From an optimization exercise on the open Yosys and OpenROAD flow, aimed at small area and a short achievable clock period; shortcuts taken in it are not production practice. Only simulation tests tie the RTL to the original design; equivalence was not proved. The clock input has no modelled driver; a real chip could not lean on it and would need a root buffer or a full tree.

==> flow/design.v (excerpt) <==
module mini_cnn (
    input         clk,
    input         reset,
    input  [7:0]  pxl_in,
    input  [7:0]  k00, k01, k02,
    input  [7:0]  k10, k11, k12,
    input  [7:0]  k20, k21, k22,
    input  [15:0] w0, w1, w2, w3,
    input  [15:0] bias,
    output [15:0] pool_out,
    output [15:0] fc_out,
    output reg    out_valid
);
    reg [4:0] ph;       
    reg       full;     
    always @(posedge clk or posedge reset) begin
        if (reset) begin
            ph <= 5'd24;
            full <= 1'b0;
            out_valid <= 1'b0;
        end else begin
            ph <= (ph == 5'd24) ? 5'd0 : ph + 5'd1;
            if (ph == 5'd23) full <= 1'b1;
            out_valid <= full & ((ph == 5'd0) | (ph == 5'd12));
        end
    end
    reg [5:0] tsel;    
    reg [2:0] bsel;    
    always @(*) begin
        case (ph)
            5'd0: begin tsel = 6'b010000; bsel = 3'b010; end
            5'd1: begin tsel = 6'b010000; bsel = 3'b100; end
            5'd2: begin tsel = 6'b010000; bsel = 3'b001; end
            5'd3: begin tsel = 6'b010000; bsel = 3'b010; end
  ...
Size in the first run: roughly 200 I/O pins, roughly 0.018 mm^2 of cells after synthesis.
Settings: LEC_CHECK=0, CAP_MARGIN=50, CORE_MARGIN=2, CORE_UTILIZATION=65, CTS_BUF_LIST=sky130_fd_sc_hd__clkbuf_8 sky130_fd_sc_hd__clkbuf_16, CTS_CLUSTER_DIAMETER=60, CTS_CLUSTER_SIZE=30, SLEW_MARGIN=70, SYNTH_HIERARCHICAL=1, SYNTH_MINIMUM_KEEP_SIZE=0; clock period 13.0 ns.
standard.sh (not shown) runs the stock make flow with config.mk's settings and CLKGATE_MAP_FILE= SYNTH_SCRIPT=/design/flow/synth_recipe.tcl, a recipe that flattens the netlist after the stock synthesis.
==> flow/flow/run.sh <==
#!/bin/bash
# The standard ORFS layout with three changes:
#  - port buffers are the smallest buffer (buf_1),
#  - clock tree synthesis without dummy loads,
#  - after clock tree synthesis the tree's root buffer is removed, so the clock
#    port drives the tree's two first-level buffers directly (flow/noroot.tcl),
#    and the multiplier operand flops get drive strength 2 (flow/upsize.tcl).
# Each tool's output goes to its own log here.
set -uo pipefail
bash standard.sh synth > synth.log 2>&1 || exit 1
CTS="-sink_clustering_enable -repair_clock_nets -sink_clustering_size 30 -sink_clustering_max_diameter 60"
CTS="$CTS -buf_list {sky130_fd_sc_hd__clkbuf_8 sky130_fd_sc_hd__clkbuf_16} -dont_use_dummy_load"
bash standard.sh "BUFFER_PORTS_ARGS=-buffer_cell sky130_fd_sc_hd__buf_1" \
  "CTS_ARGS=$CTS" "POST_CTS_TCL=$PWD/flow/post_cts.tcl" finish > layout.log 2>&1 || exit 1
==> flow/flow/noroot.tcl <==
# Drop the clock tree's root buffer: the clock port then drives the tree's
# first-level buffers (two of them) directly.
set block [ord::get_db_block]
set clk [[$block findBTerm clk] getNet]
set roots {}
foreach it [$clk getITerms] { if {[$it isInputSignal]} { lappend roots [$it getInst] } }
if {[llength $roots] == 1} {
  set root [lindex $roots 0]
  set rn [[$root findITerm X] getNet]
  set loads {}
  foreach it [$rn getITerms] { if {[$it isInputSignal]} { lappend loads $it } }
  if {[llength $loads] <= 4} {
    foreach it $loads { $it disconnect; $it connect $clk }
    [$root findITerm A] disconnect
    odb::dbInst_destroy $root
    odb::dbNet_destroy $rn
    puts "noroot: removed [$root getName], clock port now drives [llength $loads] buffers"
  }
}
==> flow/flow/post_cts.tcl <==
# Run after clock tree synthesis (ORFS POST_CTS_TCL hook).
set here [file dirname [info script]]
source $here/noroot.tcl
source $here/upsize.tcl
==> flow/flow/upsize.tcl <==
set n 0
foreach c [get_cells -quiet {pa* ka*}] {
  if {[get_property [get_lib_cells -of_objects $c] name] eq "sky130_fd_sc_hd__dfxtp_1"} {
    replace_cell $c sky130_fd_sc_hd__dfxtp_2
    incr n
  }
}
puts "upsize: $n stage-A flops to dfxtp_2"
if {$n > 0} {
  detailed_placement
  estimate_parasitics -placement
}
The starting point finished with timing, DRC and antenna clean.
Change:
--- a/flow/flow/run.sh
+++ b/flow/flow/run.sh
@@ -1,3 +1,3 @@
 #!/bin/bash
-# The standard ORFS layout with three changes:
+# The standard ORFS layout with these changes:
 #  - port buffers are the smallest buffer (buf_1),
Outcome: Via count does not change; register-to-register slack hardly moves; clock skew is unchanged.

==> static timing again, ports no longer ideal <==
Ports are ideal in the flow. The routed layouts listed here were re-timed in OpenROAD.
Step 1 (the two cells are an assumption about what drives the block):
set clk [get_ports {clk}]
set_driving_cell -lib_cell sky130_fd_sc_hd__clkbuf_16 $clk
set_driving_cell -lib_cell sky130_fd_sc_hd__buf_2 [delete_from_list [all_inputs] $clk]
Step 2 adds t to the input delays and takes it off the output delays; t is the mean of the earliest and latest rising clock arrival at the registers after step 1. Input paths then give back, and output paths get back, about the clock's delay inside the block.
Slacks: no drivers / after step 1 / after step 2; pairs: no drivers / after step 1.
| run | shift t [ns] | setup WS [ns] | worst slew at a driven data input, ns | cell pins on the clock port's net |
|---|---|---|---|---|
| the first run | 0.473 | 9.427 / 9.359 / 9.162 | 0.08 | 2 |
| the second run | 0.473 | 9.427 / 9.359 / 9.162 | 0.08 | 2 |
After both steps setup and hold are still met in every run listed.
